This is an optimization exercise on Yosys and OpenROAD, whose aim is small area, not a production implementation.
The RTL was checked by simulation tests, not by an equivalence proof against the original design.
Power is estimated from default activity; no workload was simulated.

==> flow/design.v <==
module timer_top (sys_clk, sys_rst_n, tim_psel, tim_pwrite, tim_penable, tim_paddr, tim_pwdata, tim_prdata, tim_pstrb, tim_pready, tim_pslverr, tim_int, dbg_mode);
	input wire sys_clk, sys_rst_n;
	input wire tim_psel, tim_pwrite, tim_penable, dbg_mode;
	input wire [11:0] tim_paddr;
	input wire [31:0] tim_pwdata;
	input wire [3:0] tim_pstrb;
	output wire [31:0] tim_prdata;
	output wire tim_pready, tim_pslverr, tim_int;
	reg acc;
	always @(posedge sys_clk or negedge sys_rst_n)
		if (!sys_rst_n) acc <= 1'b0;
		else            acc <= tim_psel & tim_penable & ~acc;
	wire wr = acc &  tim_pwrite;
	wire rd = acc & ~tim_pwrite;
	wire [31:0] wdata = tim_pwdata;
	wire [3:0]  strb  = tim_pstrb;
	wire a_ok   = (tim_paddr[11:5] == 7'd0) && (tim_paddr[1:0] == 2'd0);
	wire [2:0] ai = tim_paddr[4:2];
	wire is_tcr   = a_ok && (ai == 3'd0);
	wire is_tdr0  = a_ok && (ai == 3'd1);
	wire is_tdr1  = a_ok && (ai == 3'd2);
	wire is_tcmp0 = a_ok && (ai == 3'd3);
	wire is_tcmp1 = a_ok && (ai == 3'd4);
	wire is_tier  = a_ok && (ai == 3'd5);
	wire is_tisr  = a_ok && (ai == 3'd6);
	wire is_thcsr = a_ok && (ai == 3'd7);
	reg timer_en, div_en;
	reg [3:0] div_val;
	reg int_en, halt_req, int_st;
	reg [31:0] tcmp0, tcmp1;
	reg [31:0] tdr0, tdr1;
	reg [63:0] cnt;
	reg load_back, tdr_wr_en, cnt_clr, int_clr;
	reg int_st_q, halt_ack, halt_ack_q, timer_en_q, cnt_en, rst_q;
	reg [7:0] cnt_div;
	wire tcr_wr = wr & is_tcr;
	wire err_div_val = strb[1] & (wdata[11:8] > 4'd8);
	wire err_run = timer_en & ((strb[0] & (wdata[1] != div_en)) | (strb[1] & (wdata[11:8] != div_val)));
	wire error_res = tcr_wr & (err_div_val | err_run);
	always @(posedge sys_clk or negedge sys_rst_n) begin
		if (!sys_rst_n) begin
			timer_en <= 1'b0;
			div_en   <= 1'b0;
			div_val  <= 4'd1;
			int_en   <= 1'b0;
			halt_req <= 1'b0;
		end else begin
			if (tcr_wr & ~error_res & strb[0]) begin
				timer_en <= wdata[0];
				div_en   <= wdata[1];
			end
			if (tcr_wr & ~error_res & strb[1])
				div_val <= wdata[11:8];
			if (wr & is_tier & strb[0])
				int_en <= wdata[0];
			if (wr & is_thcsr & strb[0])
				halt_req <= wdata[0];
		end
	end
	genvar b;
	generate for (b = 0; b < 4; b = b + 1) begin : g_cmp
		always @(posedge sys_clk) begin
			if (!sys_rst_n) begin
				tcmp0[8*b+7:8*b] <= 8'hFF;
				tcmp1[8*b+7:8*b] <= 8'hFF;
			end else begin
				if (wr & is_tcmp0 & strb[b]) tcmp0[8*b+7:8*b] <= wdata[8*b+7:8*b];
				if (wr & is_tcmp1 & strb[b]) tcmp1[8*b+7:8*b] <= wdata[8*b+7:8*b];
			end
		end
	end endgenerate
	wire tdr_wr = wr & (is_tdr0 | is_tdr1);
	wire tdr_lb = load_back & ~tdr_wr;
	generate for (b = 0; b < 4; b = b + 1) begin : g_tdr
		always @(posedge sys_clk) begin
			if (wr & is_tdr0 & strb[b])  tdr0[8*b+7:8*b] <= wdata[8*b+7:8*b];
			else if (tdr_lb)             tdr0[8*b+7:8*b] <= cnt[8*b+7:8*b];
			if (wr & is_tdr1 & strb[b])  tdr1[8*b+7:8*b] <= wdata[8*b+7:8*b];
			else if (tdr_lb)             tdr1[8*b+7:8*b] <= cnt[32+8*b+7:32+8*b];
		end
	end endgenerate
	always @(posedge sys_clk) begin
		tdr_wr_en  <= tdr_wr;
		cnt_clr    <= tcr_wr & strb[0] & timer_en & ~wdata[0];
		int_clr    <= wr & is_tisr & int_st & wdata[0] & strb[0];
		int_st_q   <= int_st;
		halt_ack   <= dbg_mode & halt_req;
		halt_ack_q <= halt_ack;
		timer_en_q <= timer_en;
		rst_q      <= ~sys_rst_n;
	end
	localparam NB = 64 / 16;
	wire [NB-1:0] blk_ones;
	wire [NB:0]   blk_c;
	wire [63:0]   inc_c;
	assign blk_c[0] = cnt_en;
	genvar gi, gj;
	generate for (gi = 0; gi < NB; gi = gi + 1) begin : g_blk
		assign blk_ones[gi] = &cnt[16*gi +: 16];
		assign blk_c[gi+1]  = blk_c[gi] & blk_ones[gi];
		assign inc_c[16*gi] = blk_c[gi];
		for (gj = 1; gj < 16; gj = gj + 1) begin : g_bit
			assign inc_c[16*gi+gj] = inc_c[16*gi+gj-1] & cnt[16*gi+gj-1];
		end
	end endgenerate
	wire all_ones = &blk_ones;
	wire cnt_zero = cnt_clr | all_ones | ~sys_rst_n;
	wire cnt_ld  = ~cnt_zero &  tdr_wr_en;
	wire cnt_inc = ~cnt_zero & ~tdr_wr_en;
	always @(posedge sys_clk) begin
		cnt       <= ({64{cnt_ld}} & {tdr1, tdr0}) | ({64{cnt_inc}} & (cnt ^ inc_c));
		load_back <= cnt_zero | (cnt_inc & cnt_en);
	end
	wire en_rise = timer_en & ~timer_en_q;
	wire no_div  = ~div_en | (div_val == 4'd0);
	wire [7:0] div_mask = ~(8'hFF << div_val);
	wire div_term = ((cnt_div | ~div_mask) == 8'hFF);
	always @(posedge sys_clk) begin
		if (!timer_en) begin
			cnt_en  <= 1'b0;
			cnt_div <= 8'd0;
		end else if (halt_ack) begin
			cnt_en  <= 1'b0;
		end else if (no_div | en_rise | div_term) begin
			cnt_en  <= ~en_rise;
			cnt_div <= 8'd0;
		end else begin
			cnt_en  <= 1'b0;
			cnt_div <= cnt_div + 8'd1;
		end
	end
	wire cmp_hit = ~(|({tdr1, tdr0} ^ {tcmp1, tcmp0})) & ~rst_q;
	always @(posedge sys_clk or negedge sys_rst_n)
		if (!sys_rst_n)   int_st <= 1'b0;
		else if (int_clr) int_st <= 1'b0;
		else if (cmp_hit) int_st <= 1'b1;
	assign tim_int = int_en & int_st;
	reg [31:0] rdata;
	always @(*) begin
		rdata = 32'd0;
		if (a_ok)
			case (ai)
				3'd0: rdata = {20'd0, div_val, 6'd0, div_en, timer_en};
				3'd1: rdata = tdr0;
				3'd2: rdata = tdr1;
				3'd3: rdata = tcmp0;
				3'd4: rdata = tcmp1;
				3'd5: rdata = {31'd0, int_en};
				3'd6: rdata = {31'd0, int_st_q};
				3'd7: rdata = {30'd0, halt_ack_q, halt_req};
			endcase
	end
	assign tim_prdata  = rd ? rdata : 32'd0;
	assign tim_pready  = acc;
	assign tim_pslverr = error_res;
endmodule
export LEC_CHECK = 0
export CAP_MARGIN = 20
export CORE_MARGIN = 2
export CORE_UTILIZATION = 80
export SLEW_MARGIN = 20
create_clock -name core_clock -period 7.0 [get_ports {sys_clk}]
standard.sh (not shown) runs the stock make flow with config.mk's settings and CLKGATE_MAP_FILE= SYNTH_SCRIPT=/design/flow/synth_recipe.tcl, a recipe that flattens the netlist after the stock synthesis.
==> flow/flow/run.sh <==
#!/bin/bash
# Standard ORFS layout with two changes: ports get sky130_fd_sc_hd__buf_1
# buffers, and CTS uses small clock buffers without dummy loads.
set -euo pipefail
export BUFFER_PORTS_ARGS="-buffer_cell sky130_fd_sc_hd__buf_1"
export CTS_ARGS="-sink_clustering_enable -repair_clock_nets -dont_use_dummy_load -buf_list sky130_fd_sc_hd__clkbuf_8 -sink_clustering_size 16 -sink_clustering_max_diameter 100"
bash standard.sh > standard.log 2>&1
==> next run, changes <==
CORE_UTILIZATION = 40   (was 80)
Result: Core utilization shrinks by 43 points. Routed wire length grows by a few percent. Sequential share of layout area shrinks by 0.89 points. Setup slack is worse by 0.67 ns. Die area grows by well over a third. Hold slack is worse by 0.013 ns.
==> next run, changes <==
CORE_UTILIZATION = 70   (was 40)
GPL_ROUTABILITY_DRIVEN = 0   (was not set)
GPL_TIMING_DRIVEN = 0   (was not set)
=> Sequential power hardly moves. Via count goes up by about 8%. Routed wire length goes down by 0.97%. Die area goes down by about 40%. Fmax goes up by 5.9%. Power is about the same. Non-clock buffer count goes up by 40. Final area goes up by 0.45%.
==> next run, changes <==
CORE_UTILIZATION = 55   (was 70)
GPL_ROUTABILITY_DRIVEN = not set   (was 0)
GPL_TIMING_DRIVEN = not set   (was 0)
After rerunning:
- clock skew came out higher by 0.0038 ns
- count of clock-buffer cells in the layout does not change
- non-clock buffer count came out lower by 43
- global-route usage came out lower by 8.3 points
- total power came out lower by 0.79%
- maximum frequency came out lower by 1.3%
- synthesized cell count does not change
- worst hold slack gets worse by 0.0065 ns
- worst setup slack gets worse by 0.070 ns
==> next run, changes <==
==> flow/flow/run.sh (replaced) <==
#!/bin/bash
# Standard ORFS layout with three changes:
#  - Yosys maps the logic with an area-oriented ABC script (flow/abc_speed.script,
#    used in place of ORFS's own); registers are left as the standard synthesis makes them.
#  - ports get sky130_fd_sc_hd__buf_1 buffers;
#  - CTS uses clkbuf_8 leaf buffers without dummy loads.
set -euo pipefail
here=$(pwd)
rm -rf "$here/scripts"
cp -r "$FLOW_HOME/scripts" "$here/scripts"
cp "$here/flow/abc_speed.script" "$here/scripts/abc_speed.script"
export BUFFER_PORTS_ARGS="-buffer_cell sky130_fd_sc_hd__buf_1"
export CTS_ARGS="-sink_clustering_enable -repair_clock_nets -dont_use_dummy_load -buf_list sky130_fd_sc_hd__clkbuf_8 -sink_clustering_size 16 -sink_clustering_max_diameter 100"
bash standard.sh SCRIPTS_DIR="$here/scripts" finish > standard.log 2>&1
==> flow/flow/abc_speed.script (new file) <==
&get -n
&st
&dch
&nf -R 1000 -p -a
&put
topo
CORE_UTILIZATION = 70   (was 55)
Effect: Synthesized area goes down by a few percent. Global-route usage is higher by 3.0 points. Cell area decreases by a few percent. Count of clock-buffer cells in the layout is unchanged. Cell count decreases by a few percent. Non-clock buffer count came out lower by 2.
==> next run, changes <==
==> flow/flow/run.sh (replaced) <==
#!/bin/bash
# Standard ORFS layout with two changes: ports get sky130_fd_sc_hd__buf_1
# buffers, and CTS uses small clock buffers without dummy loads.
set -euo pipefail
export BUFFER_PORTS_ARGS="-buffer_cell sky130_fd_sc_hd__buf_1"
export CTS_ARGS="-sink_clustering_enable -repair_clock_nets -dont_use_dummy_load -buf_list sky130_fd_sc_hd__clkbuf_8 -sink_clustering_size 16 -sink_clustering_max_diameter 100"
bash standard.sh > standard.log 2>&1
removed: flow/flow/abc_speed.script
Combinational power rises by about 20%. Clock-buffer cell count does not change. Global-route usage rises by 3.1 points. Final area rises by about 3%. Sequential power barely changes. Register-to-register slack degrades by 0.05 ns. Routed wire length rises by about 16%. Cell count falls by 0.87%. Area after synthesis rises by 6.5%.

[re-timing with driven ports]
Ports are ideal in the flow. The routed layouts listed here were re-timed in OpenROAD.
Step 1, drivers: a clkbuf_16 drives sys_clk and a buf_2 each remaining input, both assumed.
Step 2 adds t to the input delays and takes it off the output delays; t is the mean of the earliest and latest rising clock arrival at the registers after step 1. Input paths then give back, and output paths get back, about the clock's delay inside the block.
Three values: ideal, step 1, step 2; two values: the first two.
| run | shift t [ns] | setup slack, ns | worst setup path at the end | cell pins on the clock port's net |
|---|---|---|---|---|
| the first run | 0.543 | 2.053 / 2.022 / 2.022 | input to output | 1 |
| the second run | 0.551 | 1.386 / 1.340 / 1.340 | input to output | 1 |
| the third run | 0.561 | 1.697 / 1.671 / 1.671 | input to output | 1 |
| the fourth run | 0.542 | 1.627 / 1.599 / 1.599 | input to output | 1 |
| the fifth run | 0.542 | 1.941 / 1.920 / 1.920 | input to output | 1 |
| the sixth run | 0.540 | 1.731 / 1.705 / 1.705 | input to output | 1 |
After both steps every run listed still meets setup and hold. The setup slack of the second run, which loses most, moves by -0.046 ns with the drivers and by -0.046 ns with both steps.
